This design comes from an exercise in tuning for small area on the open sky130 flow, not from production work.
Only simulation tests tie the RTL to the original design; equivalence was not proved.

==> 04-14 <==
==> flow/design.v (excerpt) <==
module  interpolator_raw #
(
    parameter D_width = 6
)
(
    input clk,rst,
    input clk_en,
    input din_valid,
    input din_last,
    input [D_width-1:0]dx,dy,
    input [7:0] lu,ru,ld,rd,
    output dout_valid,
    output dout_last,
    output [7:0] p
);
Settings: LEC_CHECK=0, CAP_MARGIN=20, CORE_MARGIN=2, CORE_UTILIZATION=65, GPL_TIMING_DRIVEN=0, SLEW_MARGIN=20, SYNTH_HIERARCHICAL=1, SYNTH_MINIMUM_KEEP_SIZE=0; clock period 5.0 ns.
standard.sh (not shown) runs the stock make flow with config.mk's settings and CLKGATE_MAP_FILE= SYNTH_SCRIPT=/design/flow/synth_recipe.tcl, a recipe that flattens the netlist after the stock synthesis.
==> flow/flow/run.sh <==
#!/bin/bash
# The standard layout (the standard.sh: ORFS synthesis to final layout),
# with two changes:
#  - each port gets a sky130_fd_sc_hd__buf_1 buffer instead of the larger
#    delay cell buffer_ports picks by default;
#  - clock tree synthesis adds no dummy loads.
# All of make's output goes to standard.log in this folder; ORFS writes each
# tool's own log under orfs/logs/.
set -euo pipefail
bash standard.sh \
  "BUFFER_PORTS_ARGS=-buffer_cell sky130_fd_sc_hd__buf_1" \
  "CTS_ARGS=-sink_clustering_enable -repair_clock_nets -dont_use_dummy_load" \
  finish > standard.log 2>&1
==> 09-11: changes against 04-14 <==
--- a/flow/design.v
+++ b/flow/design.v
@@ -191,38 +191,39 @@
 fa u_xas98 (.a(xac87), .b(xas96), .ci(xac89), .s(xas98), .co(xac97));
 wire xas100, xac99;
 fa u_xas100 (.a(xap32), .b(xap39), .ci(xap46), .s(xas100), .co(xac99));
 wire xas102, xac101;
 fa u_xas102 (.a(xac93), .b(xas100), .ci(xac95), .s(xas102), .co(xac101));
 wire xas104, xac103;
 fa u_xas104 (.a(xap40), .b(xap47), .ci(xac99), .s(xas104), .co(xac103));
-wire xak105 = xap2 | xap9;
-wire xap106 = xap2 ^ xap9;
+wire xak105, xap106;
+or2 u_xak105 (.a(xap2), .b(xap9), .y(xak105));
+xor2 u_xap106 (.a(xap2), .b(xap9), .y(xap106));
 wire xak107 = xas50;
 wire xap108 = 1'b1;
 wire xak109 = xas54;
 wire xap110 = 1'b1;
 wire xak111 = xas60;
 wire xap112 = 1'b1;
 wire xak113 = xas68;
 wire xap114 = 1'b1;
-wire xak115 = xas76 & xac67;
-wire xap116 = xas76 ^ xac67;
-wire xak117 = xac75 & xas84;
-wire xap118 = xac75 ^ xas84;
+wire xak115, xap116;
+kp u_xak115 (.a(xas76), .b(xac67), .k(xak115), .p(xap116));
+wire xak117, xap118;
+kp u_xak117 (.a(xac75), .b(xas84), .k(xak117), .p(xap118));
 wire xak119 = xas92;
 wire xap120 = 1'b1;
-wire xak121 = xac91 & xas98;
-wire xap122 = xac91 ^ xas98;
-wire xak123 = xas102 & xac97;
-wire xap124 = xas102 ^ xac97;
-wire xak125 = xas104 & xac101;
-wire xap126 = xas104 ^ xac101;
-wire xak127 = xap48 & xac103;
-wire xap128 = xap48 ^ xac103;
+wire xak121, xap122;
+kp u_xak121 (.a(xac91), .b(xas98), .k(xak121), .p(xap122));
+wire xak123, xap124;
+kp u_xak123 (.a(xas102), .b(xac97), .k(xak123), .p(xap124));
+wire xak125, xap126;
+kp u_xak125 (.a(xas104), .b(xac101), .k(xak125), .p(xap126));
+wire xak127, xap128;
+kp u_xak127 (.a(xap48), .b(xac103), .k(xak127), .p(xap128));
 wire xak129 = 1'b1;
 wire xap130 = 1'b0;
 wire xaK131 = xak107 | (xap108 & xak105);
 wire xaP132 = xap108 & xap106;
 wire xaK133 = xak111 | (xap112 & xak109);
 wire xaP134 = xap112 & xap110;
 wire xaK135 = xak115 | (xap116 & xak113);
@@ -413,38 +414,39 @@
 fa u_xbs272 (.a(xbc261), .b(xbs270), .ci(xbc263), .s(xbs272), .co(xbc271));
 wire xbs274, xbc273;
 fa u_xbs274 (.a(xbp206), .b(xbp213), .ci(xbp220), .s(xbs274), .co(xbc273));
 wire xbs276, xbc275;
 fa u_xbs276 (.a(xbc267), .b(xbs274), .ci(xbc269), .s(xbs276), .co(xbc275));
 wire xbs278, xbc277;
 fa u_xbs278 (.a(xbp214), .b(xbp221), .ci(xbc273), .s(xbs278), .co(xbc277));
-wire xbk279 = xbp176 | xbp183;
-wire xbp280 = xbp176 ^ xbp183;
+wire xbk279, xbp280;
+or2 u_xbk279 (.a(xbp176), .b(xbp183), .y(xbk279));
+xor2 u_xbp280 (.a(xbp176), .b(xbp183), .y(xbp280));
 wire xbk281 = xbs224;
 wire xbp282 = 1'b1;
 wire xbk283 = xbs228;
 wire xbp284 = 1'b1;
 wire xbk285 = xbs234;
 wire xbp286 = 1'b1;
 wire xbk287 = xbs242;
 wire xbp288 = 1'b1;
-wire xbk289 = xbs250 & xbc241;
-wire xbp290 = xbs250 ^ xbc241;
-wire xbk291 = xbc249 & xbs258;
-wire xbp292 = xbc249 ^ xbs258;
+wire xbk289, xbp290;
+kp u_xbk289 (.a(xbs250), .b(xbc241), .k(xbk289), .p(xbp290));
+wire xbk291, xbp292;
+kp u_xbk291 (.a(xbc249), .b(xbs258), .k(xbk291), .p(xbp292));
 wire xbk293 = xbs266;
 wire xbp294 = 1'b1;
-wire xbk295 = xbc265 & xbs272;
-wire xbp296 = xbc265 ^ xbs272;
-wire xbk297 = xbs276 & xbc271;
-wire xbp298 = xbs276 ^ xbc271;
-wire xbk299 = xbs278 & xbc275;
-wire xbp300 = xbs278 ^ xbc275;
-wire xbk301 = xbp222 & xbc277;
-wire xbp302 = xbp222 ^ xbc277;
+wire xbk295, xbp296;
+kp u_xbk295 (.a(xbc265), .b(xbs272), .k(xbk295), .p(xbp296));
+wire xbk297, xbp298;
+kp u_xbk297 (.a(xbs276), .b(xbc271), .k(xbk297), .p(xbp298));
+wire xbk299, xbp300;
+kp u_xbk299 (.a(xbs278), .b(xbc275), .k(xbk299), .p(xbp300));
+wire xbk301, xbp302;
+kp u_xbk301 (.a(xbp222), .b(xbc277), .k(xbk301), .p(xbp302));
 wire xbk303 = 1'b1;
 wire xbp304 = 1'b0;
 wire xbK305 = xbk281 | (xbp282 & xbk279);
 wire xbP306 = xbp282 & xbp280;
 wire xbK307 = xbk285 | (xbp286 & xbk283);
 wire xbP308 = xbp286 & xbp284;
 wire xbK309 = xbk289 | (xbp290 & xbk287);
@@ -766,50 +768,51 @@
 fa u_ys530 (.a(yc519), .b(ys528), .ci(yc521), .s(ys530), .co(yc529));
 wire ys532, yc531;
 fa u_ys532 (.a(yp404), .b(yp417), .ci(yp430), .s(ys532), .co(yc531));
 wire ys534, yc533;
 fa u_ys534 (.a(yc525), .b(ys532), .ci(yc527), .s(ys534), .co(yc533));
 wire ys536, yc535;
 fa u_ys536 (.a(yp418), .b(yp431), .ci(yc531), .s(ys536), .co(yc535));
-wire yk537 = yp350 | yp363;
-wire yp538 = yp350 ^ yp363;
+wire yk537, yp538;
+or2 u_yk537 (.a(yp350), .b(yp363), .y(yk537));
+xor2 u_yp538 (.a(yp350), .b(yp363), .y(yp538));
 wire yk539 = ys434;
 wire yp540 = 1'b1;
 wire yk541 = ys438;
 wire yp542 = 1'b1;
 wire yk543 = ys444;
 wire yp544 = 1'b1;
 wire yk545 = ys452;
 wire yp546 = 1'b1;
-wire yk547 = ys460 & yc451;
-wire yp548 = ys460 ^ yc451;
-wire yk549 = yc459 & ys468;
-wire yp550 = yc459 ^ ys468;
-wire yk551 = yc467 & ys476;
-wire yp552 = yc467 ^ ys476;
-wire yk553 = yc475 & ys484;
-wire yp554 = yc475 ^ ys484;
-wire yk555 = yc483 & ys492;
-wire yp556 = yc483 ^ ys492;
-wire yk557 = yc491 & ys500;
-wire yp558 = yc491 ^ ys500;
-wire yk559 = yc499 & ys508;
-wire yp560 = yc499 ^ ys508;
-wire yk561 = yc507 & ys516;
-wire yp562 = yc507 ^ ys516;
+wire yk547, yp548;
+kp u_yk547 (.a(ys460), .b(yc451), .k(yk547), .p(yp548));
+wire yk549, yp550;
+kp u_yk549 (.a(yc459), .b(ys468), .k(yk549), .p(yp550));
+wire yk551, yp552;
+kp u_yk551 (.a(yc467), .b(ys476), .k(yk551), .p(yp552));
+wire yk553, yp554;
+kp u_yk553 (.a(yc475), .b(ys484), .k(yk553), .p(yp554));
+wire yk555, yp556;
+kp u_yk555 (.a(yc483), .b(ys492), .k(yk555), .p(yp556));
+wire yk557, yp558;
+kp u_yk557 (.a(yc491), .b(ys500), .k(yk557), .p(yp558));
+wire yk559, yp560;
+kp u_yk559 (.a(yc499), .b(ys508), .k(yk559), .p(yp560));
+wire yk561, yp562;
+kp u_yk561 (.a(yc507), .b(ys516), .k(yk561), .p(yp562));
 wire yk563 = ys524;
 wire yp564 = 1'b1;
-wire yk565 = yc523 & ys530;
-wire yp566 = yc523 ^ ys530;
-wire yk567 = ys534 & yc529;
-wire yp568 = ys534 ^ yc529;
-wire yk569 = ys536 & yc533;
-wire yp570 = ys536 ^ yc533;
-wire yk571 = yp432 & yc535;
-wire yp572 = yp432 ^ yc535;
+wire yk565, yp566;
+kp u_yk565 (.a(yc523), .b(ys530), .k(yk565), .p(yp566));
+wire yk567, yp568;
+kp u_yk567 (.a(ys534), .b(yc529), .k(yk567), .p(yp568));
+wire yk569, yp570;
+kp u_yk569 (.a(ys536), .b(yc533), .k(yk569), .p(yp570));
+wire yk571, yp572;
+kp u_yk571 (.a(yp432), .b(yc535), .k(yk571), .p(yp572));
 wire yk573 = 1'b1;
 wire yp574 = 1'b0;
 wire yK575 = yk539 | (yp540 & yk537);
 wire yP576 = yp540 & yp538;
 wire yK577 = yk543 | (yp544 & yk541);
 wire yP578 = yp544 & yp542;
 wire yK579 = yk547 | (yp548 & yk545);
@@ -930,7 +933,26 @@
 module han (
     input a, b,
     output s, co
 );
 assign s = ~(a ^ b);
 assign co = a | b;
 endmodule
+module kp (
+    input a, b,
+    output k, p
+);
+assign k = a & b;
+assign p = a ^ b;
+endmodule
+module or2 (
+    input a, b,
+    output y
+);
+assign y = a | b;
+endmodule
+module xor2 (
+    input a, b,
+    output y
+);
+assign y = a ^ b;
+endmodule
==> flow/flow/run.sh (replaced) <==
#!/bin/bash
# The standard layout (the standard.sh: ORFS synthesis to final layout),
# with two changes:
#  - each port gets a sky130_fd_sc_hd__buf_1 buffer instead of the larger
#    delay cell buffer_ports picks by default;
#  - clock tree synthesis builds its tree from clkbuf_4 and adds no dummy
#    loads.
# All of make's output goes to standard.log in this folder; ORFS writes each
# tool's own log under orfs/logs/.
set -euo pipefail
bash standard.sh \
  "BUFFER_PORTS_ARGS=-buffer_cell sky130_fd_sc_hd__buf_1" \
  "CTS_ARGS=-sink_clustering_enable -repair_clock_nets -dont_use_dummy_load -root_buf sky130_fd_sc_hd__clkbuf_4 -buf_list sky130_fd_sc_hd__clkbuf_4" \
  finish > standard.log 2>&1
- GPL_ROUTABILITY_DRIVEN: default -> 0
- PLACE_DENSITY: default -> 0.75
==> qor summary <==
| item | 09-11 | 04-14 |
|---|---|---|
| Mean Syn Cell Area | 12.6 um^2 | 12.7 um^2 |
| Post-Synth Simple-Gate Area | 4.34% | 2.53% |
| Count of multi-input combinational gates | 417 | 413 |
| First-pass GRT wire length | 23000 um | 25300 um |
| Worst setup path startpoint | dx[1] | dy_1[4] |
| Buffers plus inverters on the worst setup path | 2 | 1 |
| CP required | 5.14 ns | 5.10 ns |
| Status | no timing/DRC/antenna violations | finished with violations |
| Violated checks | - | setup timing |
| Met1 Track Usage GR | 36.0% | 38.1% |
| Wire length after detailed routing | 14200 um | 16000 um |
| Full die area | 10700 um^2 | 10800 um^2 |
| Total of fill cells in the finished design | 683 | 672 |
| Diodes inserted | 1 | 0 |
| Tightest Pin Transition | 0.625 ns | 0.689 ns |
| Fraction of the mapped netlist area in compound gates | 20.4% | 22.4% |
| Area share of the leading cell type in the synthesized netlist | 33.6% | 34.2% |
| Nets | 773 | 798 |
| WP data arrival | 4.99 ns | 5.11 ns |
| Depth of the worst register-to-register path | 14 | 13 |
| Maximum number of pins on one net before global-route repair | 39 | 38 |
| Share of final-layout standard cells stronger than drive strength 1 | 4.82% | 10.3% |
| Initial drt markers | 462 | 492 |
| Layout area overhead | 7.76% | 11.8% |

afterwards: timing with drivers on the ports:
The results above use ideal ports. As a check the final layouts listed here were re-extracted and re-timed, cells and wires unchanged.
Step 1 assumes that a clkbuf_16 drives the clock port and a buf_2 every other input.
Step 2 also shifts input and output timing later by t, the mid clock arrival at the registers, as if the neighbouring blocks saw the same clock.
Three values: ideal, step 1, step 2; two values: the first two.
| run | shift t [ns] | setup slack, ns | clock arrival spread, ns | slew at the worst register clock pin (ns) |
|---|---|---|---|---|
| 04-14 | 0.381 | -0.005 / -0.005 / -0.290 | 0.019 / 0.019 | 0.08 / 0.08 |
| 09-11 | 0.426 | 0.155 / 0.161 / -0.266 | 0.037 / 0.037 | 0.11 / 0.11 |
With both steps, setup timing fails in 09-11, where it was met with ideal ports. The setup slack of 09-11, which loses most, moves by +0.006 ns with the drivers and by -0.421 ns with both steps.
